From an optimization exercise on the open Yosys and OpenROAD flow, aimed at small area, a short achievable clock period and few clock cycles per item; shortcuts taken in it are not production practice. The RTL was checked by simulation tests, not by an equivalence proof against the original design.

`design.v`:
```
module multipli
#(parameter int N = 32)
(
	input  logic                        CLOCK,
	input  logic                        RESET,
	input  logic                        START,
	input  logic signed [N-1:0]         A,B,
	output logic signed [2*N-1:0]       S,
	output logic                        END_MULT
);
logic [1:0] COUNT;
logic [40:0] X, Y;
logic [23:0] LO;
logic XB;
logic go, first, last;
logic [0:0] NF;     
assign go    = START & ~END_MULT;
assign first = ~NF[0];
assign last  = (COUNT == 2'd3);
logic [8:0] ab [1];
always_comb
    for (int k = 0; k < 1; k++)
        ab[k] = NF[k] ? {LO[7:0], XB} : {A[7:0], 1'b0};
logic [3:0] one [1], two [1], ng [1];
logic [32:0] m [4];
logic [32:0] Bl, Bh;
assign Bl = {B[31], B};
assign Bh = {B, 1'b0};
always_comb begin
    for (int k = 0; k < 1; k++)
        for (int i = 0; i < 4; i++) begin
            one[k][i] = ab[k][2*i] ^ ab[k][2*i+1];
            two[k][i] = (ab[k][2*i+2] & ~ab[k][2*i+1] & ~ab[k][2*i]) | (~ab[k][2*i+2] & ab[k][2*i+1] & ab[k][2*i]);
            ng[k][i]  = ab[k][2*i+2] & ~(ab[k][2*i+1] & ab[k][2*i]);
        end
    for (int i = 0; i < 4; i++)
        for (int j = 0; j < 33; j++) begin
            int k;
            k = j * 1 / 33;
            m[i][j] = ((one[k][i] & Bl[j]) | (two[k][i] & Bh[j])) ^ ng[k][i];
        end
end
logic fa_p0, fa_g0;
assign fa_p0 = X[0] ^ Y[0];
assign fa_g0 = X[0] & Y[0];
logic fa_p1, fa_g1;
assign fa_p1 = X[1] ^ Y[1];
assign fa_g1 = X[1] & Y[1];
logic fa_p2, fa_g2;
assign fa_p2 = X[2] ^ Y[2];
assign fa_g2 = X[2] & Y[2];
logic fa_p3, fa_g3;
assign fa_p3 = X[3] ^ Y[3];
assign fa_g3 = X[3] & Y[3];
logic fa_p4, fa_g4;
assign fa_p4 = X[4] ^ Y[4];
assign fa_g4 = X[4] & Y[4];
logic fa_p5, fa_g5;
assign fa_p5 = X[5] ^ Y[5];
assign fa_g5 = X[5] & Y[5];
logic fa_p6, fa_g6;
assign fa_p6 = X[6] ^ Y[6];
assign fa_g6 = X[6] & Y[6];
logic fa_p7, fa_g7;
assign fa_p7 = X[7] ^ Y[7];
assign fa_g7 = X[7] & Y[7];
logic fa_p8, fa_g8;
assign fa_p8 = X[8] ^ Y[8];
assign fa_g8 = X[8] & Y[8];
logic fa_p9, fa_g9;
assign fa_p9 = X[9] ^ Y[9];
assign fa_g9 = X[9] & Y[9];
logic fa_p10, fa_g10;
assign fa_p10 = X[10] ^ Y[10];
assign fa_g10 = X[10] & Y[10];
logic fa_p11, fa_g11;
assign fa_p11 = X[11] ^ Y[11];
assign fa_g11 = X[11] & Y[11];
logic fa_p12, fa_g12;
assign fa_p12 = X[12] ^ Y[12];
assign fa_g12 = X[12] & Y[12];
logic fa_p13, fa_g13;
assign fa_p13 = X[13] ^ Y[13];
assign fa_g13 = X[13] & Y[13];
logic fa_p14, fa_g14;
assign fa_p14 = X[14] ^ Y[14];
assign fa_g14 = X[14] & Y[14];
logic fa_p15, fa_g15;
assign fa_p15 = X[15] ^ Y[15];
assign fa_g15 = X[15] & Y[15];
logic fa_p16, fa_g16;
assign fa_p16 = X[16] ^ Y[16];
assign fa_g16 = X[16] & Y[16];
logic fa_p17, fa_g17;
assign fa_p17 = X[17] ^ Y[17];
assign fa_g17 = X[17] & Y[17];
logic fa_p18, fa_g18;
assign fa_p18 = X[18] ^ Y[18];
assign fa_g18 = X[18] & Y[18];
logic fa_p19, fa_g19;
assign fa_p19 = X[19] ^ Y[19];
assign fa_g19 = X[19] & Y[19];
logic fa_p20, fa_g20;
assign fa_p20 = X[20] ^ Y[20];
assign fa_g20 = X[20] & Y[20];
logic fa_p21, fa_g21;
assign fa_p21 = X[21] ^ Y[21];
assign fa_g21 = X[21] & Y[21];
logic fa_p22, fa_g22;
assign fa_p22 = X[22] ^ Y[22];
assign fa_g22 = X[22] & Y[22];
logic fa_p23, fa_g23;
assign fa_p23 = X[23] ^ Y[23];
assign fa_g23 = X[23] & Y[23];
logic fa_p24, fa_g24;
assign fa_p24 = X[24] ^ Y[24];
assign fa_g24 = X[24] & Y[24];
logic fa_p25, fa_g25;
assign fa_p25 = X[25] ^ Y[25];
assign fa_g25 = X[25] & Y[25];
logic fa_p26, fa_g26;
assign fa_p26 = X[26] ^ Y[26];
assign fa_g26 = X[26] & Y[26];
logic fa_p27, fa_g27;
assign fa_p27 = X[27] ^ Y[27];
assign fa_g27 = X[27] & Y[27];
logic fa_p28, fa_g28;
assign fa_p28 = X[28] ^ Y[28];
assign fa_g28 = X[28] & Y[28];
logic fa_p29, fa_g29;
assign fa_p29 = X[29] ^ Y[29];
assign fa_g29 = X[29] & Y[29];
logic fa_p30, fa_g30;
assign fa_p30 = X[30] ^ Y[30];
assign fa_g30 = X[30] & Y[30];
logic fa_p31, fa_g31;
assign fa_p31 = X[31] ^ Y[31];
assign fa_g31 = X[31] & Y[31];
logic fa_p32, fa_g32;
assign fa_p32 = X[32] ^ Y[32];
assign fa_g32 = X[32] & Y[32];
logic fa_p33, fa_g33;
assign fa_p33 = X[33] ^ Y[33];
assign fa_g33 = X[33] & Y[33];
logic fa_p34, fa_g34;
assign fa_p34 = X[34] ^ Y[34];
assign fa_g34 = X[34] & Y[34];
logic fa_p35, fa_g35;
assign fa_p35 = X[35] ^ Y[35];
assign fa_g35 = X[35] & Y[35];
logic fa_p36, fa_g36;
assign fa_p36 = X[36] ^ Y[36];
assign fa_g36 = X[36] & Y[36];
logic fa_p37, fa_g37;
assign fa_p37 = X[37] ^ Y[37];
assign fa_g37 = X[37] & Y[37];
logic fa_p38, fa_g38;
assign fa_p38 = X[38] ^ Y[38];
assign fa_g38 = X[38] & Y[38];
logic fa_p39, fa_g39;
assign fa_p39 = X[39] ^ Y[39];
assign fa_g39 = X[39] & Y[39];
logic fa_p40, fa_g40;
assign fa_p40 = X[40] ^ Y[40];
assign fa_g40 = X[40] & Y[40];
logic fa_G0_1, fa_P0_1;
assign fa_G0_1 = fa_g0 | (fa_p0 & 1'b0);
assign fa_P0_1 = fa_p0 & 1'b0;
logic fa_G0_3, fa_P0_3;
assign fa_G0_3 = fa_g2 | (fa_p2 & fa_g1);
assign fa_P0_3 = fa_p2 & fa_p1;
logic fa_G0_5, fa_P0_5;
assign fa_G0_5 = fa_g4 | (fa_p4 & fa_g3);
assign fa_P0_5 = fa_p4 & fa_p3;
logic fa_G0_7, fa_P0_7;
assign fa_G0_7 = fa_g6 | (fa_p6 & fa_g5);
assign fa_P0_7 = fa_p6 & fa_p5;
logic fa_G0_9, fa_P0_9;
assign fa_G0_9 = fa_g8 | (fa_p8 & fa_g7);
assign fa_P0_9 = fa_p8 & fa_p7;
logic fa_G0_11, fa_P0_11;
assign fa_G0_11 = fa_g10 | (fa_p10 & fa_g9);
assign fa_P0_11 = fa_p10 & fa_p9;
logic fa_G0_13, fa_P0_13;
assign fa_G0_13 = fa_g12 | (fa_p12 & fa_g11);
assign fa_P0_13 = fa_p12 & fa_p11;
logic fa_G0_15, fa_P0_15;
assign fa_G0_15 = fa_g14 | (fa_p14 & fa_g13);
assign fa_P0_15 = fa_p14 & fa_p13;
logic fa_G0_17, fa_P0_17;
assign fa_G0_17 = fa_g16 | (fa_p16 & fa_g15);
assign fa_P0_17 = fa_p16 & fa_p15;
logic fa_G0_19, fa_P0_19;
assign fa_G0_19 = fa_g18 | (fa_p18 & fa_g17);
assign fa_P0_19 = fa_p18 & fa_p17;
logic fa_G0_21, fa_P0_21;
assign fa_G0_21 = fa_g20 | (fa_p20 & fa_g19);
assign fa_P0_21 = fa_p20 & fa_p19;
logic fa_G0_23, fa_P0_23;
assign fa_G0_23 = fa_g22 | (fa_p22 & fa_g21);
assign fa_P0_23 = fa_p22 & fa_p21;
logic fa_G0_25, fa_P0_25;
assign fa_G0_25 = fa_g24 | (fa_p24 & fa_g23);
assign fa_P0_25 = fa_p24 & fa_p23;
logic fa_G0_27, fa_P0_27;
assign fa_G0_27 = fa_g26 | (fa_p26 & fa_g25);
assign fa_P0_27 = fa_p26 & fa_p25;
logic fa_G0_29, fa_P0_29;
assign fa_G0_29 = fa_g28 | (fa_p28 & fa_g27);
assign fa_P0_29 = fa_p28 & fa_p27;
logic fa_G0_31, fa_P0_31;
assign fa_G0_31 = fa_g30 | (fa_p30 & fa_g29);
assign fa_P0_31 = fa_p30 & fa_p29;
logic fa_G0_33, fa_P0_33;
assign fa_G0_33 = fa_g32 | (fa_p32 & fa_g31);
assign fa_P0_33 = fa_p32 & fa_p31;
logic fa_G0_35, fa_P0_35;
assign fa_G0_35 = fa_g34 | (fa_p34 & fa_g33);
assign fa_P0_35 = fa_p34 & fa_p33;
logic fa_G0_37, fa_P0_37;
assign fa_G0_37 = fa_g36 | (fa_p36 & fa_g35);
assign fa_P0_37 = fa_p36 & fa_p35;
logic fa_G0_39, fa_P0_39;
assign fa_G0_39 = fa_g38 | (fa_p38 & fa_g37);
assign fa_P0_39 = fa_p38 & fa_p37;
logic fa_G0_41, fa_P0_41;
assign fa_G0_41 = fa_g40 | (fa_p40 & fa_g39);
assign fa_P0_41 = fa_p40 & fa_p39;
logic fa_G1_2, fa_P1_2;
assign fa_G1_2 = fa_g1 | (fa_p1 & fa_G0_1);
assign fa_P1_2 = fa_p1 & fa_P0_1;
logic fa_G1_3, fa_P1_3;
assign fa_G1_3 = fa_G0_3 | (fa_P0_3 & fa_G0_1);
assign fa_P1_3 = fa_P0_3 & fa_P0_1;
logic fa_G1_6, fa_P1_6;
assign fa_G1_6 = fa_g5 | (fa_p5 & fa_G0_5);
assign fa_P1_6 = fa_p5 & fa_P0_5;
logic fa_G1_7, fa_P1_7;
assign fa_G1_7 = fa_G0_7 | (fa_P0_7 & fa_G0_5);
assign fa_P1_7 = fa_P0_7 & fa_P0_5;
logic fa_G1_10, fa_P1_10;
assign fa_G1_10 = fa_g9 | (fa_p9 & fa_G0_9);
assign fa_P1_10 = fa_p9 & fa_P0_9;
logic fa_G1_11, fa_P1_11;
assign fa_G1_11 = fa_G0_11 | (fa_P0_11 & fa_G0_9);
assign fa_P1_11 = fa_P0_11 & fa_P0_9;
logic fa_G1_14, fa_P1_14;
assign fa_G1_14 = fa_g13 | (fa_p13 & fa_G0_13);
assign fa_P1_14 = fa_p13 & fa_P0_13;
logic fa_G1_15, fa_P1_15;
assign fa_G1_15 = fa_G0_15 | (fa_P0_15 & fa_G0_13);
assign fa_P1_15 = fa_P0_15 & fa_P0_13;
logic fa_G1_18, fa_P1_18;
assign fa_G1_18 = fa_g17 | (fa_p17 & fa_G0_17);
assign fa_P1_18 = fa_p17 & fa_P0_17;
logic fa_G1_19, fa_P1_19;
assign fa_G1_19 = fa_G0_19 | (fa_P0_19 & fa_G0_17);
assign fa_P1_19 = fa_P0_19 & fa_P0_17;
logic fa_G1_22, fa_P1_22;
assign fa_G1_22 = fa_g21 | (fa_p21 & fa_G0_21);
assign fa_P1_22 = fa_p21 & fa_P0_21;
logic fa_G1_23, fa_P1_23;
assign fa_G1_23 = fa_G0_23 | (fa_P0_23 & fa_G0_21);
assign fa_P1_23 = fa_P0_23 & fa_P0_21;
logic fa_G1_26, fa_P1_26;
assign fa_G1_26 = fa_g25 | (fa_p25 & fa_G0_25);
assign fa_P1_26 = fa_p25 & fa_P0_25;
logic fa_G1_27, fa_P1_27;
assign fa_G1_27 = fa_G0_27 | (fa_P0_27 & fa_G0_25);
assign fa_P1_27 = fa_P0_27 & fa_P0_25;
logic fa_G1_30, fa_P1_30;
assign fa_G1_30 = fa_g29 | (fa_p29 & fa_G0_29);
assign fa_P1_30 = fa_p29 & fa_P0_29;
logic fa_G1_31, fa_P1_31;
assign fa_G1_31 = fa_G0_31 | (fa_P0_31 & fa_G0_29);
assign fa_P1_31 = fa_P0_31 & fa_P0_29;
logic fa_G1_34, fa_P1_34;
assign fa_G1_34 = fa_g33 | (fa_p33 & fa_G0_33);
assign fa_P1_34 = fa_p33 & fa_P0_33;
logic fa_G1_35, fa_P1_35;
assign fa_G1_35 = fa_G0_35 | (fa_P0_35 & fa_G0_33);
assign fa_P1_35 = fa_P0_35 & fa_P0_33;
logic fa_G1_38, fa_P1_38;
assign fa_G1_38 = fa_g37 | (fa_p37 & fa_G0_37);
assign fa_P1_38 = fa_p37 & fa_P0_37;
logic fa_G1_39, fa_P1_39;
assign fa_G1_39 = fa_G0_39 | (fa_P0_39 & fa_G0_37);
assign fa_P1_39 = fa_P0_39 & fa_P0_37;
logic fa_G2_4, fa_P2_4;
assign fa_G2_4 = fa_g3 | (fa_p3 & fa_G1_3);
assign fa_P2_4 = fa_p3 & fa_P1_3;
logic fa_G2_5, fa_P2_5;
assign fa_G2_5 = fa_G0_5 | (fa_P0_5 & fa_G1_3);
assign fa_P2_5 = fa_P0_5 & fa_P1_3;
logic fa_G2_6, fa_P2_6;
assign fa_G2_6 = fa_G1_6 | (fa_P1_6 & fa_G1_3);
assign fa_P2_6 = fa_P1_6 & fa_P1_3;
logic fa_G2_7, fa_P2_7;
assign fa_G2_7 = fa_G1_7 | (fa_P1_7 & fa_G1_3);
assign fa_P2_7 = fa_P1_7 & fa_P1_3;
logic fa_G2_12, fa_P2_12;
assign fa_G2_12 = fa_g11 | (fa_p11 & fa_G1_11);
assign fa_P2_12 = fa_p11 & fa_P1_11;
logic fa_G2_13, fa_P2_13;
assign fa_G2_13 = fa_G0_13 | (fa_P0_13 & fa_G1_11);
assign fa_P2_13 = fa_P0_13 & fa_P1_11;
logic fa_G2_14, fa_P2_14;
assign fa_G2_14 = fa_G1_14 | (fa_P1_14 & fa_G1_11);
assign fa_P2_14 = fa_P1_14 & fa_P1_11;
logic fa_G2_15, fa_P2_15;
assign fa_G2_15 = fa_G1_15 | (fa_P1_15 & fa_G1_11);
assign fa_P2_15 = fa_P1_15 & fa_P1_11;
logic fa_G2_20, fa_P2_20;
assign fa_G2_20 = fa_g19 | (fa_p19 & fa_G1_19);
assign fa_P2_20 = fa_p19 & fa_P1_19;
logic fa_G2_21, fa_P2_21;
assign fa_G2_21 = fa_G0_21 | (fa_P0_21 & fa_G1_19);
assign fa_P2_21 = fa_P0_21 & fa_P1_19;
logic fa_G2_22, fa_P2_22;
assign fa_G2_22 = fa_G1_22 | (fa_P1_22 & fa_G1_19);
assign fa_P2_22 = fa_P1_22 & fa_P1_19;
logic fa_G2_23, fa_P2_23;
assign fa_G2_23 = fa_G1_23 | (fa_P1_23 & fa_G1_19);
assign fa_P2_23 = fa_P1_23 & fa_P1_19;
logic fa_G2_28, fa_P2_28;
assign fa_G2_28 = fa_g27 | (fa_p27 & fa_G1_27);
assign fa_P2_28 = fa_p27 & fa_P1_27;
logic fa_G2_29, fa_P2_29;
assign fa_G2_29 = fa_G0_29 | (fa_P0_29 & fa_G1_27);
assign fa_P2_29 = fa_P0_29 & fa_P1_27;
logic fa_G2_30, fa_P2_30;
assign fa_G2_30 = fa_G1_30 | (fa_P1_30 & fa_G1_27);
assign fa_P2_30 = fa_P1_30 & fa_P1_27;
logic fa_G2_31, fa_P2_31;
assign fa_G2_31 = fa_G1_31 | (fa_P1_31 & fa_G1_27);
assign fa_P2_31 = fa_P1_31 & fa_P1_27;
logic fa_G2_36, fa_P2_36;
assign fa_G2_36 = fa_g35 | (fa_p35 & fa_G1_35);
assign fa_P2_36 = fa_p35 & fa_P1_35;
logic fa_G2_37, fa_P2_37;
assign fa_G2_37 = fa_G0_37 | (fa_P0_37 & fa_G1_35);
assign fa_P2_37 = fa_P0_37 & fa_P1_35;
logic fa_G2_38, fa_P2_38;
assign fa_G2_38 = fa_G1_38 | (fa_P1_38 & fa_G1_35);
assign fa_P2_38 = fa_P1_38 & fa_P1_35;
logic fa_G2_39, fa_P2_39;
assign fa_G2_39 = fa_G1_39 | (fa_P1_39 & fa_G1_35);
assign fa_P2_39 = fa_P1_39 & fa_P1_35;
logic fa_G3_8, fa_P3_8;
assign fa_G3_8 = fa_g7 | (fa_p7 & fa_G2_7);
assign fa_P3_8 = fa_p7 & fa_P2_7;
logic fa_G3_9, fa_P3_9;
assign fa_G3_9 = fa_G0_9 | (fa_P0_9 & fa_G2_7);
assign fa_P3_9 = fa_P0_9 & fa_P2_7;
logic fa_G3_10, fa_P3_10;
assign fa_G3_10 = fa_G1_10 | (fa_P1_10 & fa_G2_7);
assign fa_P3_10 = fa_P1_10 & fa_P2_7;
logic fa_G3_11, fa_P3_11;
assign fa_G3_11 = fa_G1_11 | (fa_P1_11 & fa_G2_7);
assign fa_P3_11 = fa_P1_11 & fa_P2_7;
logic fa_G3_12, fa_P3_12;
assign fa_G3_12 = fa_G2_12 | (fa_P2_12 & fa_G2_7);
assign fa_P3_12 = fa_P2_12 & fa_P2_7;
logic fa_G3_13, fa_P3_13;
assign fa_G3_13 = fa_G2_13 | (fa_P2_13 & fa_G2_7);
assign fa_P3_13 = fa_P2_13 & fa_P2_7;
logic fa_G3_14, fa_P3_14;
assign fa_G3_14 = fa_G2_14 | (fa_P2_14 & fa_G2_7);
assign fa_P3_14 = fa_P2_14 & fa_P2_7;
logic fa_G3_15, fa_P3_15;
assign fa_G3_15 = fa_G2_15 | (fa_P2_15 & fa_G2_7);
assign fa_P3_15 = fa_P2_15 & fa_P2_7;
logic fa_G3_24, fa_P3_24;
assign fa_G3_24 = fa_g23 | (fa_p23 & fa_G2_23);
assign fa_P3_24 = fa_p23 & fa_P2_23;
logic fa_G3_25, fa_P3_25;
assign fa_G3_25 = fa_G0_25 | (fa_P0_25 & fa_G2_23);
assign fa_P3_25 = fa_P0_25 & fa_P2_23;
logic fa_G3_26, fa_P3_26;
assign fa_G3_26 = fa_G1_26 | (fa_P1_26 & fa_G2_23);
assign fa_P3_26 = fa_P1_26 & fa_P2_23;
logic fa_G3_27, fa_P3_27;
assign fa_G3_27 = fa_G1_27 | (fa_P1_27 & fa_G2_23);
assign fa_P3_27 = fa_P1_27 & fa_P2_23;
logic fa_G3_28, fa_P3_28;
assign fa_G3_28 = fa_G2_28 | (fa_P2_28 & fa_G2_23);
assign fa_P3_28 = fa_P2_28 & fa_P2_23;
logic fa_G3_29, fa_P3_29;
assign fa_G3_29 = fa_G2_29 | (fa_P2_29 & fa_G2_23);
assign fa_P3_29 = fa_P2_29 & fa_P2_23;
logic fa_G3_30, fa_P3_30;
assign fa_G3_30 = fa_G2_30 | (fa_P2_30 & fa_G2_23);
assign fa_P3_30 = fa_P2_30 & fa_P2_23;
logic fa_G3_31, fa_P3_31;
assign fa_G3_31 = fa_G2_31 | (fa_P2_31 & fa_G2_23);
assign fa_P3_31 = fa_P2_31 & fa_P2_23;
logic fa_G3_40, fa_P3_40;
assign fa_G3_40 = fa_g39 | (fa_p39 & fa_G2_39);
assign fa_P3_40 = fa_p39 & fa_P2_39;
logic fa_G3_41, fa_P3_41;
assign fa_G3_41 = fa_G0_41 | (fa_P0_41 & fa_G2_39);
assign fa_P3_41 = fa_P0_41 & fa_P2_39;
logic fa_G4_16, fa_P4_16;
assign fa_G4_16 = fa_g15 | (fa_p15 & fa_G3_15);
assign fa_P4_16 = fa_p15 & fa_P3_15;
logic fa_G4_17, fa_P4_17;
assign fa_G4_17 = fa_G0_17 | (fa_P0_17 & fa_G3_15);
assign fa_P4_17 = fa_P0_17 & fa_P3_15;
logic fa_G4_18, fa_P4_18;
assign fa_G4_18 = fa_G1_18 | (fa_P1_18 & fa_G3_15);
assign fa_P4_18 = fa_P1_18 & fa_P3_15;
logic fa_G4_19, fa_P4_19;
assign fa_G4_19 = fa_G1_19 | (fa_P1_19 & fa_G3_15);
assign fa_P4_19 = fa_P1_19 & fa_P3_15;
logic fa_G4_20, fa_P4_20;
assign fa_G4_20 = fa_G2_20 | (fa_P2_20 & fa_G3_15);
assign fa_P4_20 = fa_P2_20 & fa_P3_15;
logic fa_G4_21, fa_P4_21;
assign fa_G4_21 = fa_G2_21 | (fa_P2_21 & fa_G3_15);
assign fa_P4_21 = fa_P2_21 & fa_P3_15;
logic fa_G4_22, fa_P4_22;
assign fa_G4_22 = fa_G2_22 | (fa_P2_22 & fa_G3_15);
assign fa_P4_22 = fa_P2_22 & fa_P3_15;
logic fa_G4_23, fa_P4_23;
assign fa_G4_23 = fa_G2_23 | (fa_P2_23 & fa_G3_15);
assign fa_P4_23 = fa_P2_23 & fa_P3_15;
logic fa_G4_24, fa_P4_24;
assign fa_G4_24 = fa_G3_24 | (fa_P3_24 & fa_G3_15);
assign fa_P4_24 = fa_P3_24 & fa_P3_15;
logic fa_G4_25, fa_P4_25;
assign fa_G4_25 = fa_G3_25 | (fa_P3_25 & fa_G3_15);
assign fa_P4_25 = fa_P3_25 & fa_P3_15;
logic fa_G4_26, fa_P4_26;
assign fa_G4_26 = fa_G3_26 | (fa_P3_26 & fa_G3_15);
assign fa_P4_26 = fa_P3_26 & fa_P3_15;
logic fa_G4_27, fa_P4_27;
assign fa_G4_27 = fa_G3_27 | (fa_P3_27 & fa_G3_15);
assign fa_P4_27 = fa_P3_27 & fa_P3_15;
logic fa_G4_28, fa_P4_28;
assign fa_G4_28 = fa_G3_28 | (fa_P3_28 & fa_G3_15);
assign fa_P4_28 = fa_P3_28 & fa_P3_15;
logic fa_G4_29, fa_P4_29;
assign fa_G4_29 = fa_G3_29 | (fa_P3_29 & fa_G3_15);
assign fa_P4_29 = fa_P3_29 & fa_P3_15;
logic fa_G4_30, fa_P4_30;
assign fa_G4_30 = fa_G3_30 | (fa_P3_30 & fa_G3_15);
assign fa_P4_30 = fa_P3_30 & fa_P3_15;
logic fa_G4_31, fa_P4_31;
assign fa_G4_31 = fa_G3_31 | (fa_P3_31 & fa_G3_15);
assign fa_P4_31 = fa_P3_31 & fa_P3_15;
logic fa_G5_32, fa_P5_32;
assign fa_G5_32 = fa_g31 | (fa_p31 & fa_G4_31);
assign fa_P5_32 = fa_p31 & fa_P4_31;
logic fa_G5_33, fa_P5_33;
assign fa_G5_33 = fa_G0_33 | (fa_P0_33 & fa_G4_31);
assign fa_P5_33 = fa_P0_33 & fa_P4_31;
logic fa_G5_34, fa_P5_34;
assign fa_G5_34 = fa_G1_34 | (fa_P1_34 & fa_G4_31);
assign fa_P5_34 = fa_P1_34 & fa_P4_31;
logic fa_G5_35, fa_P5_35;
assign fa_G5_35 = fa_G1_35 | (fa_P1_35 & fa_G4_31);
assign fa_P5_35 = fa_P1_35 & fa_P4_31;
logic fa_G5_36, fa_P5_36;
assign fa_G5_36 = fa_G2_36 | (fa_P2_36 & fa_G4_31);
assign fa_P5_36 = fa_P2_36 & fa_P4_31;
logic fa_G5_37, fa_P5_37;
assign fa_G5_37 = fa_G2_37 | (fa_P2_37 & fa_G4_31);
assign fa_P5_37 = fa_P2_37 & fa_P4_31;
logic fa_G5_38, fa_P5_38;
assign fa_G5_38 = fa_G2_38 | (fa_P2_38 & fa_G4_31);
assign fa_P5_38 = fa_P2_38 & fa_P4_31;
logic fa_G5_39, fa_P5_39;
assign fa_G5_39 = fa_G2_39 | (fa_P2_39 & fa_G4_31);
assign fa_P5_39 = fa_P2_39 & fa_P4_31;
logic fa_G5_40, fa_P5_40;
assign fa_G5_40 = fa_G3_40 | (fa_P3_40 & fa_G4_31);
assign fa_P5_40 = fa_P3_40 & fa_P4_31;
logic fa_G5_41, fa_P5_41;
assign fa_G5_41 = fa_G3_41 | (fa_P3_41 & fa_G4_31);
assign fa_P5_41 = fa_P3_41 & fa_P4_31;
logic fa_s0;
assign fa_s0 = fa_p0 ^ 1'b0;
logic fa_s1;
assign fa_s1 = fa_p1 ^ fa_G0_1;
logic fa_s2;
assign fa_s2 = fa_p2 ^ fa_G1_2;
logic fa_s3;
assign fa_s3 = fa_p3 ^ fa_G1_3;
logic fa_s4;
assign fa_s4 = fa_p4 ^ fa_G2_4;
logic fa_s5;
assign fa_s5 = fa_p5 ^ fa_G2_5;
logic fa_s6;
assign fa_s6 = fa_p6 ^ fa_G2_6;
logic fa_s7;
assign fa_s7 = fa_p7 ^ fa_G2_7;
logic fa_s8;
assign fa_s8 = fa_p8 ^ fa_G3_8;
logic fa_s9;
assign fa_s9 = fa_p9 ^ fa_G3_9;
logic fa_s10;
assign fa_s10 = fa_p10 ^ fa_G3_10;
logic fa_s11;
assign fa_s11 = fa_p11 ^ fa_G3_11;
logic fa_s12;
assign fa_s12 = fa_p12 ^ fa_G3_12;
logic fa_s13;
assign fa_s13 = fa_p13 ^ fa_G3_13;
logic fa_s14;
assign fa_s14 = fa_p14 ^ fa_G3_14;
logic fa_s15;
assign fa_s15 = fa_p15 ^ fa_G3_15;
logic fa_s16;
assign fa_s16 = fa_p16 ^ fa_G4_16;
logic fa_s17;
assign fa_s17 = fa_p17 ^ fa_G4_17;
logic fa_s18;
assign fa_s18 = fa_p18 ^ fa_G4_18;
logic fa_s19;
assign fa_s19 = fa_p19 ^ fa_G4_19;
logic fa_s20;
assign fa_s20 = fa_p20 ^ fa_G4_20;
logic fa_s21;
assign fa_s21 = fa_p21 ^ fa_G4_21;
logic fa_s22;
assign fa_s22 = fa_p22 ^ fa_G4_22;
logic fa_s23;
assign fa_s23 = fa_p23 ^ fa_G4_23;
logic fa_s24;
assign fa_s24 = fa_p24 ^ fa_G4_24;
logic fa_s25;
assign fa_s25 = fa_p25 ^ fa_G4_25;
logic fa_s26;
assign fa_s26 = fa_p26 ^ fa_G4_26;
logic fa_s27;
assign fa_s27 = fa_p27 ^ fa_G4_27;
logic fa_s28;
assign fa_s28 = fa_p28 ^ fa_G4_28;
logic fa_s29;
assign fa_s29 = fa_p29 ^ fa_G4_29;
logic fa_s30;
assign fa_s30 = fa_p30 ^ fa_G4_30;
logic fa_s31;
assign fa_s31 = fa_p31 ^ fa_G4_31;
logic fa_s32;
assign fa_s32 = fa_p32 ^ fa_G5_32;
logic fa_s33;
assign fa_s33 = fa_p33 ^ fa_G5_33;
logic fa_s34;
assign fa_s34 = fa_p34 ^ fa_G5_34;
logic fa_s35;
assign fa_s35 = fa_p35 ^ fa_G5_35;
logic fa_s36;
assign fa_s36 = fa_p36 ^ fa_G5_36;
logic fa_s37;
assign fa_s37 = fa_p37 ^ fa_G5_37;
logic fa_s38;
assign fa_s38 = fa_p38 ^ fa_G5_38;
logic fa_s39;
assign fa_s39 = fa_p39 ^ fa_G5_39;
logic fa_s40;
assign fa_s40 = fa_p40 ^ fa_G5_40;
logic [40:0] F;
assign F = {fa_s40, fa_s39, fa_s38, fa_s37, fa_s36, fa_s35, fa_s34, fa_s33, fa_s32, fa_s31, fa_s30, fa_s29, fa_s28, fa_s27, fa_s26, fa_s25, fa_s24, fa_s23, fa_s22, fa_s21, fa_s20, fa_s19, fa_s18, fa_s17, fa_s16, fa_s15, fa_s14, fa_s13, fa_s12, fa_s11, fa_s10, fa_s9, fa_s8, fa_s7, fa_s6, fa_s5, fa_s4, fa_s3, fa_s2, fa_s1, fa_s0};
logic [32:0] na;
always_comb begin
    na = '0;
    for (int k = 0; k < 16; k++)
        na[2*k] = A[2*k+1] & ~(A[2*k] & (k == 0 ? 1'b0 : A[2*k-1]));
end
logic [32:0] ag;
assign ag = first ? na : F[40:8];
logic hs0;
logic hc0;
logic fs0;
logic fc0;
logic fs1;
logic fc1;
logic fs2;
logic fc2;
logic fs3;
logic fc3;
logic fs4;
logic fc4;
logic fs5;
logic fc5;
logic fs6;
logic fc6;
logic fs7;
logic fc7;
logic fs8;
logic fc8;
logic fs9;
logic fc9;
logic fs10;
logic fc10;
logic fs11;
logic fc11;
logic fs12;
logic fc12;
logic fs13;
logic fc13;
logic fs14;
logic fc14;
logic fs15;
logic fc15;
logic fs16;
logic fc16;
logic fs17;
logic fc17;
logic fs18;
logic fc18;
logic fs19;
logic fc19;
logic fs20;
logic fc20;
logic fs21;
logic fc21;
logic fs22;
logic fc22;
logic fs23;
logic fc23;
logic fs24;
logic fc24;
logic fs25;
logic fc25;
logic hs1;
logic hc1;
logic hs2;
logic hc2;
logic fs26;
logic fc26;
logic fs27;
logic fc27;
logic fs28;
logic fc28;
logic fs29;
logic fc29;
logic fs30;
logic fc30;
logic fs31;
logic fc31;
logic fs32;
logic fc32;
logic fs33;
logic fc33;
logic fs34;
logic fc34;
logic fs35;
logic fc35;
logic fs36;
logic fc36;
logic fs37;
logic fc37;
logic fs38;
logic fc38;
logic fs39;
logic fc39;
logic fs40;
logic fc40;
logic fs41;
logic fc41;
logic fs42;
logic fc42;
logic fs43;
logic fc43;
logic fs44;
logic fc44;
logic fs45;
logic fc45;
logic fs46;
logic fc46;
logic fs47;
logic fc47;
logic fs48;
logic fc48;
logic fs49;
logic fc49;
logic fs50;
logic fc50;
logic fs51;
logic fc51;
logic fs52;
logic fc52;
logic fs53;
logic fc53;
logic fs54;
logic fc54;
logic fs55;
logic fc55;
logic hs3;
logic hc3;
logic hs4;
logic hc4;
logic fs56;
logic fc56;
logic fs57;
logic fc57;
logic fs58;
logic fc58;
logic fs59;
logic fc59;
logic fs60;
logic fc60;
logic fs61;
logic fc61;
logic fs62;
logic fc62;
logic fs63;
logic fc63;
logic fs64;
logic fc64;
logic fs65;
logic fc65;
logic fs66;
logic fc66;
logic fs67;
logic fc67;
logic fs68;
logic fc68;
logic fs69;
logic fc69;
logic fs70;
logic fc70;
logic fs71;
logic fc71;
logic fs72;
logic fc72;
logic fs73;
logic fc73;
logic fs74;
logic fc74;
logic fs75;
logic fc75;
logic fs76;
logic fc76;
logic fs77;
logic fc77;
logic fs78;
logic fc78;
logic fs79;
logic fc79;
logic fs80;
logic fc80;
logic fs81;
logic fc81;
logic fs82;
logic fc82;
logic fs83;
logic fc83;
logic fs84;
logic fc84;
logic fs85;
logic fc85;
logic fs86;
logic fc86;
logic fs87;
logic fc87;
logic fs88;
logic fc88;
logic fs89;
logic fc89;
logic hs5;
logic hc5;
assign hs0 = m[0][6] ^ m[1][4];
assign hc0 = m[0][6] & m[1][4];
assign fs0 = m[0][7] ^ m[1][5] ^ m[2][3];
assign fc0 = (m[0][7] & m[1][5]) | (m[0][7] & m[2][3]) | (m[1][5] & m[2][3]);
assign fs1 = m[0][8] ^ m[1][6] ^ m[2][4];
assign fc1 = (m[0][8] & m[1][6]) | (m[0][8] & m[2][4]) | (m[1][6] & m[2][4]);
assign fs2 = m[0][9] ^ m[1][7] ^ m[2][5];
assign fc2 = (m[0][9] & m[1][7]) | (m[0][9] & m[2][5]) | (m[1][7] & m[2][5]);
assign fs3 = m[0][10] ^ m[1][8] ^ m[2][6];
assign fc3 = (m[0][10] & m[1][8]) | (m[0][10] & m[2][6]) | (m[1][8] & m[2][6]);
assign fs4 = m[0][11] ^ m[1][9] ^ m[2][7];
assign fc4 = (m[0][11] & m[1][9]) | (m[0][11] & m[2][7]) | (m[1][9] & m[2][7]);
assign fs5 = m[0][12] ^ m[1][10] ^ m[2][8];
assign fc5 = (m[0][12] & m[1][10]) | (m[0][12] & m[2][8]) | (m[1][10] & m[2][8]);
assign fs6 = m[0][13] ^ m[1][11] ^ m[2][9];
assign fc6 = (m[0][13] & m[1][11]) | (m[0][13] & m[2][9]) | (m[1][11] & m[2][9]);
assign fs7 = m[0][14] ^ m[1][12] ^ m[2][10];
assign fc7 = (m[0][14] & m[1][12]) | (m[0][14] & m[2][10]) | (m[1][12] & m[2][10]);
assign fs8 = m[0][15] ^ m[1][13] ^ m[2][11];
assign fc8 = (m[0][15] & m[1][13]) | (m[0][15] & m[2][11]) | (m[1][13] & m[2][11]);
assign fs9 = m[0][16] ^ m[1][14] ^ m[2][12];
assign fc9 = (m[0][16] & m[1][14]) | (m[0][16] & m[2][12]) | (m[1][14] & m[2][12]);
assign fs10 = m[0][17] ^ m[1][15] ^ m[2][13];
assign fc10 = (m[0][17] & m[1][15]) | (m[0][17] & m[2][13]) | (m[1][15] & m[2][13]);
assign fs11 = m[0][18] ^ m[1][16] ^ m[2][14];
assign fc11 = (m[0][18] & m[1][16]) | (m[0][18] & m[2][14]) | (m[1][16] & m[2][14]);
assign fs12 = m[0][19] ^ m[1][17] ^ m[2][15];
assign fc12 = (m[0][19] & m[1][17]) | (m[0][19] & m[2][15]) | (m[1][17] & m[2][15]);
assign fs13 = m[0][20] ^ m[1][18] ^ m[2][16];
assign fc13 = (m[0][20] & m[1][18]) | (m[0][20] & m[2][16]) | (m[1][18] & m[2][16]);
assign fs14 = m[0][21] ^ m[1][19] ^ m[2][17];
assign fc14 = (m[0][21] & m[1][19]) | (m[0][21] & m[2][17]) | (m[1][19] & m[2][17]);
assign fs15 = m[0][22] ^ m[1][20] ^ m[2][18];
assign fc15 = (m[0][22] & m[1][20]) | (m[0][22] & m[2][18]) | (m[1][20] & m[2][18]);
assign fs16 = m[0][23] ^ m[1][21] ^ m[2][19];
assign fc16 = (m[0][23] & m[1][21]) | (m[0][23] & m[2][19]) | (m[1][21] & m[2][19]);
assign fs17 = m[0][24] ^ m[1][22] ^ m[2][20];
assign fc17 = (m[0][24] & m[1][22]) | (m[0][24] & m[2][20]) | (m[1][22] & m[2][20]);
assign fs18 = m[0][25] ^ m[1][23] ^ m[2][21];
assign fc18 = (m[0][25] & m[1][23]) | (m[0][25] & m[2][21]) | (m[1][23] & m[2][21]);
assign fs19 = m[0][26] ^ m[1][24] ^ m[2][22];
assign fc19 = (m[0][26] & m[1][24]) | (m[0][26] & m[2][22]) | (m[1][24] & m[2][22]);
assign fs20 = m[0][27] ^ m[1][25] ^ m[2][23];
assign fc20 = (m[0][27] & m[1][25]) | (m[0][27] & m[2][23]) | (m[1][25] & m[2][23]);
assign fs21 = m[0][28] ^ m[1][26] ^ m[2][24];
assign fc21 = (m[0][28] & m[1][26]) | (m[0][28] & m[2][24]) | (m[1][26] & m[2][24]);
assign fs22 = m[0][29] ^ m[1][27] ^ m[2][25];
assign fc22 = (m[0][29] & m[1][27]) | (m[0][29] & m[2][25]) | (m[1][27] & m[2][25]);
assign fs23 = m[0][30] ^ m[1][28] ^ m[2][26];
assign fc23 = (m[0][30] & m[1][28]) | (m[0][30] & m[2][26]) | (m[1][28] & m[2][26]);
assign fs24 = m[0][31] ^ m[1][29] ^ m[2][27];
assign fc24 = (m[0][31] & m[1][29]) | (m[0][31] & m[2][27]) | (m[1][29] & m[2][27]);
assign fs25 = ~m[0][32] ^ m[1][30] ^ m[2][28];
assign fc25 = (~m[0][32] & m[1][30]) | (~m[0][32] & m[2][28]) | (m[1][30] & m[2][28]);
assign hs1 = 1'b1 ^ m[1][31];
assign hc1 = 1'b1 & m[1][31];
assign hs2 = m[0][4] ^ m[1][2];
assign hc2 = m[0][4] & m[1][2];
assign fs26 = m[0][5] ^ m[1][3] ^ m[2][1];
assign fc26 = (m[0][5] & m[1][3]) | (m[0][5] & m[2][1]) | (m[1][3] & m[2][1]);
assign fs27 = m[2][2] ^ m[3][0] ^ hs0;
assign fc27 = (m[2][2] & m[3][0]) | (m[2][2] & hs0) | (m[3][0] & hs0);
assign fs28 = m[3][1] ^ hc0 ^ ag[7];
assign fc28 = (m[3][1] & hc0) | (m[3][1] & ag[7]) | (hc0 & ag[7]);
assign fs29 = m[3][2] ^ ag[8] ^ fc0;
assign fc29 = (m[3][2] & ag[8]) | (m[3][2] & fc0) | (ag[8] & fc0);
assign fs30 = m[3][3] ^ ag[9] ^ fc1;
assign fc30 = (m[3][3] & ag[9]) | (m[3][3] & fc1) | (ag[9] & fc1);
assign fs31 = m[3][4] ^ ag[10] ^ fc2;
assign fc31 = (m[3][4] & ag[10]) | (m[3][4] & fc2) | (ag[10] & fc2);
assign fs32 = m[3][5] ^ ag[11] ^ fc3;
assign fc32 = (m[3][5] & ag[11]) | (m[3][5] & fc3) | (ag[11] & fc3);
assign fs33 = m[3][6] ^ ag[12] ^ fc4;
assign fc33 = (m[3][6] & ag[12]) | (m[3][6] & fc4) | (ag[12] & fc4);
assign fs34 = m[3][7] ^ ag[13] ^ fc5;
assign fc34 = (m[3][7] & ag[13]) | (m[3][7] & fc5) | (ag[13] & fc5);
assign fs35 = m[3][8] ^ ag[14] ^ fc6;
assign fc35 = (m[3][8] & ag[14]) | (m[3][8] & fc6) | (ag[14] & fc6);
assign fs36 = m[3][9] ^ ag[15] ^ fc7;
assign fc36 = (m[3][9] & ag[15]) | (m[3][9] & fc7) | (ag[15] & fc7);
assign fs37 = m[3][10] ^ ag[16] ^ fc8;
assign fc37 = (m[3][10] & ag[16]) | (m[3][10] & fc8) | (ag[16] & fc8);
assign fs38 = m[3][11] ^ ag[17] ^ fc9;
assign fc38 = (m[3][11] & ag[17]) | (m[3][11] & fc9) | (ag[17] & fc9);
assign fs39 = m[3][12] ^ ag[18] ^ fc10;
assign fc39 = (m[3][12] & ag[18]) | (m[3][12] & fc10) | (ag[18] & fc10);
assign fs40 = m[3][13] ^ ag[19] ^ fc11;
assign fc40 = (m[3][13] & ag[19]) | (m[3][13] & fc11) | (ag[19] & fc11);
assign fs41 = m[3][14] ^ ag[20] ^ fc12;
assign fc41 = (m[3][14] & ag[20]) | (m[3][14] & fc12) | (ag[20] & fc12);
assign fs42 = m[3][15] ^ ag[21] ^ fc13;
assign fc42 = (m[3][15] & ag[21]) | (m[3][15] & fc13) | (ag[21] & fc13);
assign fs43 = m[3][16] ^ ag[22] ^ fc14;
assign fc43 = (m[3][16] & ag[22]) | (m[3][16] & fc14) | (ag[22] & fc14);
assign fs44 = m[3][17] ^ ag[23] ^ fc15;
assign fc44 = (m[3][17] & ag[23]) | (m[3][17] & fc15) | (ag[23] & fc15);
assign fs45 = m[3][18] ^ ag[24] ^ fc16;
assign fc45 = (m[3][18] & ag[24]) | (m[3][18] & fc16) | (ag[24] & fc16);
assign fs46 = m[3][19] ^ ag[25] ^ fc17;
assign fc46 = (m[3][19] & ag[25]) | (m[3][19] & fc17) | (ag[25] & fc17);
assign fs47 = m[3][20] ^ ag[26] ^ fc18;
assign fc47 = (m[3][20] & ag[26]) | (m[3][20] & fc18) | (ag[26] & fc18);
assign fs48 = m[3][21] ^ ag[27] ^ fc19;
assign fc48 = (m[3][21] & ag[27]) | (m[3][21] & fc19) | (ag[27] & fc19);
assign fs49 = m[3][22] ^ ag[28] ^ fc20;
assign fc49 = (m[3][22] & ag[28]) | (m[3][22] & fc20) | (ag[28] & fc20);
assign fs50 = m[3][23] ^ ag[29] ^ fc21;
assign fc50 = (m[3][23] & ag[29]) | (m[3][23] & fc21) | (ag[29] & fc21);
assign fs51 = m[3][24] ^ ag[30] ^ fc22;
assign fc51 = (m[3][24] & ag[30]) | (m[3][24] & fc22) | (ag[30] & fc22);
assign fs52 = m[3][25] ^ ag[31] ^ fc23;
assign fc52 = (m[3][25] & ag[31]) | (m[3][25] & fc23) | (ag[31] & fc23);
assign fs53 = m[3][26] ^ ~ag[32] ^ fc24;
assign fc53 = (m[3][26] & ~ag[32]) | (m[3][26] & fc24) | (~ag[32] & fc24);
assign fs54 = m[2][29] ^ m[3][27] ^ hs1;
assign fc54 = (m[2][29] & m[3][27]) | (m[2][29] & hs1) | (m[3][27] & hs1);
assign fs55 = ~m[1][32] ^ m[2][30] ^ m[3][28];
assign fc55 = (~m[1][32] & m[2][30]) | (~m[1][32] & m[3][28]) | (m[2][30] & m[3][28]);
assign hs3 = 1'b1 ^ m[2][31];
assign hc3 = 1'b1 & m[2][31];
assign hs4 = m[0][2] ^ m[1][0];
assign hc4 = m[0][2] & m[1][0];
assign fs56 = m[0][3] ^ m[1][1] ^ ag[3];
assign fc56 = (m[0][3] & m[1][1]) | (m[0][3] & ag[3]) | (m[1][1] & ag[3]);
assign fs57 = m[2][0] ^ hs2 ^ ag[4];
assign fc57 = (m[2][0] & hs2) | (m[2][0] & ag[4]) | (hs2 & ag[4]);
assign fs58 = hc2 ^ ag[5] ^ fs26;
assign fc58 = (hc2 & ag[5]) | (hc2 & fs26) | (ag[5] & fs26);
assign fs59 = ag[6] ^ fc26 ^ fs27;
assign fc59 = (ag[6] & fc26) | (ag[6] & fs27) | (fc26 & fs27);
assign fs60 = fs0 ^ fc27 ^ fs28;
assign fc60 = (fs0 & fc27) | (fs0 & fs28) | (fc27 & fs28);
assign fs61 = fs1 ^ fc28 ^ fs29;
assign fc61 = (fs1 & fc28) | (fs1 & fs29) | (fc28 & fs29);
assign fs62 = fs2 ^ fc29 ^ fs30;
assign fc62 = (fs2 & fc29) | (fs2 & fs30) | (fc29 & fs30);
assign fs63 = fs3 ^ fc30 ^ fs31;
assign fc63 = (fs3 & fc30) | (fs3 & fs31) | (fc30 & fs31);
assign fs64 = fs4 ^ fc31 ^ fs32;
assign fc64 = (fs4 & fc31) | (fs4 & fs32) | (fc31 & fs32);
assign fs65 = fs5 ^ fc32 ^ fs33;
assign fc65 = (fs5 & fc32) | (fs5 & fs33) | (fc32 & fs33);
assign fs66 = fs6 ^ fc33 ^ fs34;
assign fc66 = (fs6 & fc33) | (fs6 & fs34) | (fc33 & fs34);
assign fs67 = fs7 ^ fc34 ^ fs35;
assign fc67 = (fs7 & fc34) | (fs7 & fs35) | (fc34 & fs35);
assign fs68 = fs8 ^ fc35 ^ fs36;
assign fc68 = (fs8 & fc35) | (fs8 & fs36) | (fc35 & fs36);
assign fs69 = fs9 ^ fc36 ^ fs37;
assign fc69 = (fs9 & fc36) | (fs9 & fs37) | (fc36 & fs37);
assign fs70 = fs10 ^ fc37 ^ fs38;
assign fc70 = (fs10 & fc37) | (fs10 & fs38) | (fc37 & fs38);
assign fs71 = fs11 ^ fc38 ^ fs39;
assign fc71 = (fs11 & fc38) | (fs11 & fs39) | (fc38 & fs39);
assign fs72 = fs12 ^ fc39 ^ fs40;
assign fc72 = (fs12 & fc39) | (fs12 & fs40) | (fc39 & fs40);
assign fs73 = fs13 ^ fc40 ^ fs41;
assign fc73 = (fs13 & fc40) | (fs13 & fs41) | (fc40 & fs41);
assign fs74 = fs14 ^ fc41 ^ fs42;
assign fc74 = (fs14 & fc41) | (fs14 & fs42) | (fc41 & fs42);
assign fs75 = fs15 ^ fc42 ^ fs43;
assign fc75 = (fs15 & fc42) | (fs15 & fs43) | (fc42 & fs43);
assign fs76 = fs16 ^ fc43 ^ fs44;
assign fc76 = (fs16 & fc43) | (fs16 & fs44) | (fc43 & fs44);
assign fs77 = fs17 ^ fc44 ^ fs45;
assign fc77 = (fs17 & fc44) | (fs17 & fs45) | (fc44 & fs45);
assign fs78 = fs18 ^ fc45 ^ fs46;
assign fc78 = (fs18 & fc45) | (fs18 & fs46) | (fc45 & fs46);
assign fs79 = fs19 ^ fc46 ^ fs47;
assign fc79 = (fs19 & fc46) | (fs19 & fs47) | (fc46 & fs47);
assign fs80 = fs20 ^ fc47 ^ fs48;
assign fc80 = (fs20 & fc47) | (fs20 & fs48) | (fc47 & fs48);
assign fs81 = fs21 ^ fc48 ^ fs49;
assign fc81 = (fs21 & fc48) | (fs21 & fs49) | (fc48 & fs49);
assign fs82 = fs22 ^ fc49 ^ fs50;
assign fc82 = (fs22 & fc49) | (fs22 & fs50) | (fc49 & fs50);
assign fs83 = fs23 ^ fc50 ^ fs51;
assign fc83 = (fs23 & fc50) | (fs23 & fs51) | (fc50 & fs51);
assign fs84 = fs24 ^ fc51 ^ fs52;
assign fc84 = (fs24 & fc51) | (fs24 & fs52) | (fc51 & fs52);
assign fs85 = fs25 ^ fc52 ^ fs53;
assign fc85 = (fs25 & fc52) | (fs25 & fs53) | (fc52 & fs53);
assign fs86 = fc25 ^ fc53 ^ fs54;
assign fc86 = (fc25 & fc53) | (fc25 & fs54) | (fc53 & fs54);
assign fs87 = hc1 ^ fs55 ^ fc54;
assign fc87 = (hc1 & fs55) | (hc1 & fc54) | (fs55 & fc54);
assign fs88 = m[3][29] ^ hs3 ^ fc55;
assign fc88 = (m[3][29] & hs3) | (m[3][29] & fc55) | (hs3 & fc55);
assign fs89 = ~m[2][32] ^ m[3][30] ^ hc3;
assign fc89 = (~m[2][32] & m[3][30]) | (~m[2][32] & hc3) | (m[3][30] & hc3);
assign hs5 = 1'b1 ^ m[3][31];
assign hc5 = 1'b1 & m[3][31];
always_ff @(posedge CLOCK or negedge RESET) begin
    if (!RESET) begin
        END_MULT <= 1'b0;
        COUNT    <= '0;
        NF       <= '0;
    end else begin
        if (go) begin
            COUNT    <= last ? '0 : COUNT + 1'b1;
            END_MULT <= last;
            NF       <= {1{~last}};
        end else if (!START) begin
            END_MULT <= 1'b0;
        end
    end
end
always_ff @(posedge CLOCK) begin
    if (!END_MULT) begin
        X[0] <= m[0][0];
        X[1] <= m[0][1];
        X[2] <= hs4;
        X[3] <= hc4;
        X[4] <= fc56;
        X[5] <= fc57;
        X[6] <= fc58;
        X[7] <= fc59;
        X[8] <= fc60;
        X[9] <= fc61;
        X[10] <= fc62;
        X[11] <= fc63;
        X[12] <= fc64;
        X[13] <= fc65;
        X[14] <= fc66;
        X[15] <= fc67;
        X[16] <= fc68;
        X[17] <= fc69;
        X[18] <= fc70;
        X[19] <= fc71;
        X[20] <= fc72;
        X[21] <= fc73;
        X[22] <= fc74;
        X[23] <= fc75;
        X[24] <= fc76;
        X[25] <= fc77;
        X[26] <= fc78;
        X[27] <= fc79;
        X[28] <= fc80;
        X[29] <= fc81;
        X[30] <= fc82;
        X[31] <= fc83;
        X[32] <= fc84;
        X[33] <= fc85;
        X[34] <= fc86;
        X[35] <= fc87;
        X[36] <= fc88;
        X[37] <= fc89;
        X[38] <= hc5;
        X[39] <= 1'b1;
        X[40] <= 1'b1;
        Y[0] <= ag[0];
        Y[1] <= ag[1];
        Y[2] <= ag[2];
        Y[3] <= fs56;
        Y[4] <= fs57;
        Y[5] <= fs58;
        Y[6] <= fs59;
        Y[7] <= fs60;
        Y[8] <= fs61;
        Y[9] <= fs62;
        Y[10] <= fs63;
        Y[11] <= fs64;
        Y[12] <= fs65;
        Y[13] <= fs66;
        Y[14] <= fs67;
        Y[15] <= fs68;
        Y[16] <= fs69;
        Y[17] <= fs70;
        Y[18] <= fs71;
        Y[19] <= fs72;
        Y[20] <= fs73;
        Y[21] <= fs74;
        Y[22] <= fs75;
        Y[23] <= fs76;
        Y[24] <= fs77;
        Y[25] <= fs78;
        Y[26] <= fs79;
        Y[27] <= fs80;
        Y[28] <= fs81;
        Y[29] <= fs82;
        Y[30] <= fs83;
        Y[31] <= fs84;
        Y[32] <= fs85;
        Y[33] <= fs86;
        Y[34] <= fs87;
        Y[35] <= fs88;
        Y[36] <= fs89;
        Y[37] <= hs5;
        Y[38] <= ~m[3][32];
        Y[39] <= 1'b0;
        Y[40] <= 1'b0;
        LO <= first ? A[31:8] : {F[7:0], LO[23:8]};
    end
end
always_ff @(posedge CLOCK) begin
    XB <= NF[0] ? LO[7] : A[7];
end
assign S = {F[39:0], LO};
endmodule
```
`flow/run.sh`:
```
#!/bin/bash
# Layout flow: the standard flow (standard.sh), with the port buffers
# that global placement inserts made from sky130_fd_sc_hd__buf_1 instead of
# the default pick; the resizer upsizes them where timing or slew needs it.
set -e
export BUFFER_PORTS_ARGS="-buffer_cell sky130_fd_sc_hd__buf_1"
bash standard.sh > standard.log 2>&1
```
`standard.sh`:
```
#!/bin/bash
# synth_recipe.tcl (not shown) runs the flow's synth.tcl, then flattens the netlist and writes it again
# the make line also repeats each setting of config.mk as NAME=value (left out here)
make -C /OpenROAD-flow-scripts/flow DESIGN_CONFIG=/design/flow/config.mk WORK_HOME=/design/flow/orfs CLKGATE_MAP_FILE= SYNTH_SCRIPT=/design/flow/synth_recipe.tcl "${@:-finish}"
```
`config.mk`:
```
export PLATFORM = sky130hd
export DESIGN_NAME = multipli
export DESIGN_NICKNAME = multipli
export VERILOG_FILES = /design/flow/design.v
export SDC_FILE = /design/flow/constraint.sdc
export NUM_CORES = 4
export LEC_CHECK = 0
export CAP_MARGIN = 20
export CORE_MARGIN = 2
export CORE_UTILIZATION = 40
export SLEW_MARGIN = 20
```
`constraint.sdc`:
```
create_clock -name core_clock -period 5.0 [get_ports {CLOCK}]
set_input_delay 1.0000 -clock core_clock [delete_from_list [all_inputs] [get_ports {CLOCK}]]
set_output_delay 1.0000 -clock core_clock [all_outputs]
set_load 0.01 [all_outputs]
```
==> results of run 1 <==
routing by layer:
metal | vias to the layer above | wire length, µm | global-route usage, %
met3 | 26 | 2152 | 4.349
li1 | 3684 | - | -
met4 | 2 | 431 | 5.172
met5 | - | 13 | 0
met2 | 331 | 12980 | 32.20
met1 | 3860 | 13050 | 28.55
final cells by class:
class | count | area [µm²]
diodes | 2 | 5.005
clock buffers | 9 | 225.2
clock inverters | 7 | 77.57
fillers | 2573 | 15070
inverters | 115 | 434.2
multi-input cells | 717 | 6665
flip-flops and latches | 107 | 3184
well taps | 341 | 426.7
repair buffers | 149 | 714.4
cell families (layout without fill, tap and decap cells):
kind of cell	count (synthesis)	after routing	share of synthesized area [%]
mux	32	32	3.224
xor+xnor	158	158	12.73
compound gates	232	232	15.51
fa+ha+maj	142	142	22.91
buf+inv	238	280	9.786
other cells	0	2	0
simple gates	153	153	6.551
flops	107	107	29.29
cells in the mapped netlist (all sizes together) (3+ instances only):
| cell type | count | area, µm² |
|---|---|---|
| a22oi | 122 | 915.9 |
| inv | 115 | 431.7 |
| xnor2 | 109 | 954.7 |
| edfxtp | 102 | 3063 |
| fa | 95 | 1902 |
| clkbuf | 68 | 270.3 |
| nand2 | 59 | 229.0 |
| buf | 55 | 361.6 |
| xor2 | 49 | 429.2 |
| ha | 47 | 588.1 |
| nor2 | 36 | 135.1 |
| a21oi | 31 | 162.7 |
| mux2 | 24 | 270.3 |
| o21ai | 20 | 100.1 |
| a21o | 15 | 112.6 |
| and3 | 14 | 87.58 |
| nor3 | 11 | 55.05 |
| nand3 | 10 | 50.05 |
| mux2i | 8 | 80.08 |
| and2 | 6 | 37.54 |
| nand4 | 5 | 31.28 |
| dfrtp | 4 | 100.1 |
| nand2b | 4 | 25.02 |
| o21a | 4 | 30.03 |
| o21bai | 4 | 30.03 |
| a211oi | 3 | 27.52 |
| o2111a | 3 | 33.78 |
| o22ai | 3 | 18.77 |
| or3 | 3 | 18.77 |
worst paths after layout:
kind / start / endpoint / slack (ns) / depth (start not counted)
max: X[6]$_DFFE_PN_ / S[62] / 0.72 / 11
max reg2reg: X[3]$_DFFE_PN_ / Y[14]$_DFFE_PN_ / 0.83 / 13
min: RESET / COUNT[0]$_DFFE_PN0P_ / 0.45 / 1
min reg2reg: COUNT[1]$_DFFE_PN0P_ / COUNT[1]$_DFFE_PN0P_ / 0.52 / 1
min in group core_clock: COUNT[1]$_DFFE_PN0P_ / COUNT[1]$_DFFE_PN0P_ / 0.52 / 1
max in group asynchronous: RESET / NF$_DFFE_PN0P_ / 4.35 / 1
placed cells by master, fill, tap and decap left out, types with 11 or more instances in the layout:
| cell | netlist | layout |
|---|---|---|
| and3_1 | 14 | 14 |
| nand2_1 | 58 | 58 |
| buf_4 | 41 | 11 |
| fa_1 | 95 | 95 |
| xnor2_1 | 109 | 109 |
| a21o_1 | 15 | 15 |
| ha_1 | 47 | 47 |
| a21oi_1 | 29 | 29 |
| xor2_1 | 49 | 49 |
| nor2_1 | 36 | 32 |
| mux2_2 | 24 | 24 |
| a22oi_1 | 122 | 122 |
| edfxtp_1 | 102 | 102 |
| o21ai_0 | 18 | 18 |
| buf_1 | 13 | 131 |
| inv_1 | 115 | 114 |
| nor3_1 | 11 | 11 |
state kept, by name, summed over array words and instances (netlist names):
register	count
X	39
Y	39
LO	24
COUNT	2
END_MULT	1
NF	1
XB	1
critical path: cells and delay by family (launching register included):
family,cells,cell delay (ns)
flip-flops,1,0.38
adder cells (fa/ha/maj),1,0.36
AND/OR/NAND/NOR,2,0.30
buffers and inverters,2,0.37
AO/OA/AOI/OAI,6,1.50
==> run notes, run 1 <==
critical path fanouts, max 5; ys async rst share 3.738%; Detailed Route WL 28630 µm; total track usage between 20 and 25%; Worst Path Required about 4.0 ns; post-cts resize count 0; Setup Slack @ Placement 0.7181 ns; largest net degree at the start of global routing 56; register area share after synthesis 29.29%; PnR worst setup slack roughly 0.72 ns; full die area around 29000 µm²; Die Y about 170 µm; worst hold path type in -> async; synthesized cell area roughly 11000 µm²; unrepaired setup endpoints after global routing no; Post-Syn Nets between 1000 and 1500; initial antenna violation count 3; final core occ 43.78%; DRC Markers 0; CTS clock-pin slew for the worst setup and hold paths about 0.080 ns; per-cell routed wire length a little under 20 µm; Slew @ Worst Pin roughly 0.75 ns; Final Hold Fails 0; Slew HR approximately half; max-slew violations 0; core area 26800 µm²; IO Pins about 130; nets@finish 1308; number of enable flip-flop cells after synthesis just over 100; CTS buffer count 9; Primary FF master, synth edfxtp_1; flops & latches, synth between 100 and 150; vias in the first global route 7817; Final Cycle Share 85.66%; max cap viols 0; Area growth, synth to finish 7.955%; CP max-delay cell edfxtp_1; Yosys warnings 6; initial core utilization between 40% and 50%; Avg Cell Area, Syn around 10 µm²; min Tclk post-route approximately 4.3 ns; critical path arrival between 3 and 4 ns; global-route wire length before repair around 45000 µm; CP peak stage delay between 0.3 and 0.4 ns; Final Setup Violations 0; layout cells sized above 1 about 7%; clock skew 0.01571 ns; H-tree levels 3; Yosys cell types around 60; Worst-Skew Late Latency 0.36 ns; Worst Setup Start Kind flip-flop; dpl cell area 11420 µm²; detail-routed via count per cell ~5.5; CP endpoint kind output port; status complete, no violations; Final Cell Area around 12000 µm²; Max clock buf depth 2; maximum clock rate around 0.23 GHz; crit path cell chain ha_1 -> a21oi_1 -> o21ai_0 -> nand3_1 -> a211oi_2 -> buf_4 -> o211a_1 -> o2111a_1 -> nor2_1 -> o311ai_0 -> buf_1; Initial DRT Pass Iterations 5; setup TNS 0 ns; routability cong. roughly 0.85; gr ovfl total 0; Iter 0 DRT Violations around 800; CTS Hold Bufs 0; CTS tree done; Vias between 7000 and 8000; clock root cell clkbuf_16; Worst Hold Slack about 0.45 ns; Mapped Cells roughly 1100; hpwl dp 22080 µm; IO buf count about 130; Crit Path Class reg -> out; die width about 170 µm; CTS sink cnt around 110; Placed Cells incl. Taps roughly 1400; num rows 60; Routed Antenna Nets 0; Post-CTS Repair Setup Buffers 0; Final Non-Filler Cells 1447
Testbench counts, summed over its fixed seeds: cycles 7,992, items 1,600.
==> run 2, diff against run 1 <==
--- a/config.mk
+++ b/config.mk
@@ -6,4 +6,5 @@
 export NUM_CORES = 4
 export LEC_CHECK = 0
+export ABC_AREA = 1
 export CAP_MARGIN = 20
 export CORE_MARGIN = 2
==> run 2 against run 1 <==
Still clean on timing, DRC and antenna. Hold slack got worse by 0.00057 ns. Routed wire length up 3.2%. Register-to-register slack gained 0.05 ns. Die area grew 2.3%. Synthesized area rose by 2.4%. Flip-flop and latch count stayed put. Fmax increased by 4.1%. Final cell count grew 17%. Worst setup slack improved by 0.17 ns. Critical path type is now reg -> reg.
==> run notes, run 2 <==
Slew HR 26.39% (-24 points); grt met2 use 34.50% (+2.3 points); CTS Hold Bufs 0 (unchanged); Max clock buf depth 2 (unchanged); initial antenna violation count 0 (-3); routability cong. 0.8914 (+4.8%); Antenna Cells 0 (-2); Mapped Cells 1251 (+18%); layout cells sized above 1 5.833% (-1.1 points); Iter 0 DRT Violations 663 (-18%); Post-Syn Nets 1460 (+15%); DRC Markers 0 (unchanged); CP max-delay cell dfrtp_2; CTS sink cnt 107 (unchanged); critical path arrival 4.22 ns (+0.94 ns); num rows 61 (+1.7%); nets@finish 1524 (+17%); CTS tree done; CP peak stage delay 0.76 ns (+0.38 ns); vias in the first global route 8390 (+7.3%); Worst Path Required 5.10 ns (+1.10 ns); GRT met3 Usage 3.077% (-1.3 points); gr ovfl total 0 (unchanged); status complete, no violations; max cap viols 0 (unchanged); number of enable flip-flop cells after synthesis 102 (unchanged); IO buf count 131 (unchanged); Final Setup Violations 0 (unchanged); Worst path most repeated cell fa_1; dpl cell area 11570 µm² (+1.3%); worst hold path type in -> async; CTS clock-pin slew for the worst setup and hold paths 0.08 ns (about the same); most frequent cell after synthesis nand2_1; Largest delay share family, worst path adder cells; Area growth, synth to finish 6.670%; maximum clock rate 0.2429 GHz (+4.1%); critical path fanouts, max 27 (+22); reg2reg start NF$_DFFE_PN0P_; register area share after synthesis 28.61% (-0.68 points); unrepaired setup endpoints after global routing no; Avg Cell Area, Syn 8.892 µm² (-13%); H-tree levels 3 (unchanged); list of most frequent post-synthesis cells 258 x nand2_1, 213 x inv_1, 110 x o22ai_1; Initial DRT Pass Iterations 6 (+1); GRT met1 Usage 27.48% (-1.1 points); dominant cells by area after synthesis edfxtp_1 28%, fa_1 17%, nand2_1 8.7%; ys async rst share 3.738% (unchanged); CP endpoint kind flip-flop; global-route wire length before repair 45870 µm (+2.5%); Worst-Skew Late Latency 0.37 ns (about the same); Vias 8592 (+8.7%); clock skew 0.01153 ns (-0.004181 ns); Detailed Route WL 29530 µm (+3.2%); Final Cell Area 11870 µm² (+1.1%); crit path cell chain inv_4 -> nand2_2 -> nand2_2 -> inv_2 -> nor3_2 -> a31oi_4 -> o22ai_1 -> xnor2_1 -> fa_1 -> inv_1 -> fa_1 -> inv_1 -> fa_1; hpwl dp 22640 µm (+2.5%); flops & latches, synth 107 (unchanged); synthesized cell area 11120 µm² (+2.4%); Yosys warnings 6 (unchanged); Post-CTS Repair Setup Buffers 0 (unchanged); Crit Path Class reg -> reg; Routed Antenna Nets 0 (unchanged); full die area 29160 µm² (+2.3%); min Tclk post-route 4.116 ns (-0.1668 ns); Slew @ Worst Pin 1.104 ns (+0.3565 ns); Worst Setup Start Kind flip-flop; initial core utilization 40.38% (-0.18 points); Primary FF master, synth edfxtp_1; clock root cell clkbuf_16; CTS buffer count 9 (unchanged); IO Pins 132 (unchanged); die width 170.8 µm (+1.1%); most frequent cells in the layout 258 x nand2_1, 212 x inv_1, 131 x buf_1, 110 x o22ai_1, 102 x edfxtp_1; total track usage 20.69% (+0.32 points); GR peak layer met2; max-slew violations 0 (unchanged); largest registers X: 39 flops, Y: 39 flops, LO: 24 flops; commonest non-fill, non-tap cell in the layout nand2_1; Worst Setup SP NF$_DFFE_PN0P_; post-cts resize count 0 (unchanged); Yosys cell types 42 (-31%); per-cell routed wire length 17.39 µm (-12%); CP Buf/Inv Count 4 (+2); detail-routed via count per cell 5.060 (-7.4%); Final Cycle Share 82.32% (-3.3 points); dominant cell type by area after synthesis edfxtp_1; Die Y 170.8 µm (+1.1%); largest net degree at the start of global routing 58 (+3.6%); share of the synthesized area in the top cell type 27.53% (-0.65 points); setup TNS 0 ns (unchanged); Final Hold Fails 0 (unchanged); core area 27550 µm² (+2.8%); Layout fillers 2729 (+6.1%)
## run 2: cell types whose count changed after synthesis, moves of 12 or more
cell / change
a21o_1: -13
a21oi_1: +12
a22oi_1: -122
and3_1: -13
buf_6: +12
clkbuf_1: -39
clkbuf_2: -12
inv_1: +98
mux2_2: -24
nand2_1: +200
nand3_1: +30
o21ai_0: -12
o22ai_1: +107
o22ai_2: +14
## run 2: kinds of logic (layout without fill, tap and decap cells)
| kind of cell | after synthesis | after routing | synth area share [%] |
|---|---|---|---|
| buffers and inverters | 309 | 378 | 12.95 |
| adders and majority gates | 142 | 142 | 22.38 |
| and+or+nand+nor | 359 | 359 | 13.36 |
| AOI/OAI and AO/OA | 188 | 188 | 11.20 |
| xor gates and xnor gates | 146 | 146 | 11.49 |
| DFF | 107 | 107 | 28.61 |
## run 2: layout make-up
| type | instances | area (µm²) | area share [%] |
|---|---|---|---|
| clock buffer | 9 | 225.2 | 1.898 |
| clock inverter | 7 | 67.56 | 0.5694 |
| tap | 378 | 473.0 | 3.986 |
| inverter | 218 | 823.3 | 6.938 |
| sequential | 107 | 3184 | 26.83 |
| timing repair buffer | 144 | 589.3 | 4.966 |
| multi-input combinational | 835 | 6504 | 54.81 |
## run 2: metal layers
metal / vias to the layer above / routed length [µm]
met1: 4168 / 12870
met5: - / 0
li1: 4130 / -
met3: 40 / 1624
met4: 0 / 849
met2: 254 / 14190
## run 2: worst paths after layout
check / depth (start not counted) / end / slack (ns)
min in group core_clock: 2 / COUNT[1]$_DFFE_PN0P_ / 0.50
hold / removal: 1 / END_MULT$_DFFE_PN0P_ / 0.45
setup / recovery: 13 / Y[11]$_DFFE_PN_ / 0.88
hold reg to reg: 2 / COUNT[1]$_DFFE_PN0P_ / 0.50
setup reg to reg: 13 / Y[11]$_DFFE_PN_ / 0.88
max in group asynchronous: 1 / NF$_DFFE_PN0P_ / 4.33
## run 2: through the flow
stage	cells	utilization [%]	hold WS (ns)	worst slack, ns
6_report	1698	43.07	0.4543	0.8838
5_1_grt	1698	43.07	0.4502	0.6442
4_1_cts	1698	43.06	0.4446	0.8824
3_5_place_dp	1682	42.00	0.4812	0.6480
3_3_place_gp	1682	42.00	0.4600	0.6367
2_1_floorplan	1251	-	0.4457	1.185
## run 2: worst reg2reg max path, cell delays in order (launching register included)
cell	delay, ns
dfrtp_2	0.76
inv_4	0.19
nand2_2	0.13
nand2_2	0.08
inv_2	0.13
nor3_2	0.07
a31oi_4	0.66
o22ai_1	0.19
xnor2_1	0.21
fa_1	0.48
inv_1	0.08
fa_1	0.41
inv_1	0.08
fa_1	0.41

## afterwards: timing with drivers on the ports
The flow's constraints put no driver on any port. The routed layouts listed below were extracted and timed again, unchanged, in two steps. Step 1 sets driving cells, clkbuf_16 on the clock port and buf_2 on the other inputs (assumed; they add their load-dependent delay and slew). Step 2 adds t to the input delays and takes it off the output delays; t is the mean of the earliest and latest rising clock arrival at the registers after step 1. Input paths then give back, and output paths get back, about the clock's delay inside the block. a / b / c = ideal / step 1 / step 2; a / b = the first two.
run | t, ns | setup slack, ns | worst hold slack (ns) | worst data-port slew with drivers (ns)
run 1 | 0.398 | 0.717 / 0.672 / 0.664 | 0.455 / 0.435 / 0.524 | 0.08
run 2 | 0.408 | 0.884 / 0.884 / 0.597 | 0.454 / 0.434 / 0.499 | 0.06
After both steps setup and hold are still met in every run listed. For run 2, which loses most, drivers alone change the setup slack by 0.000 ns; drivers and shift together by -0.287 ns.
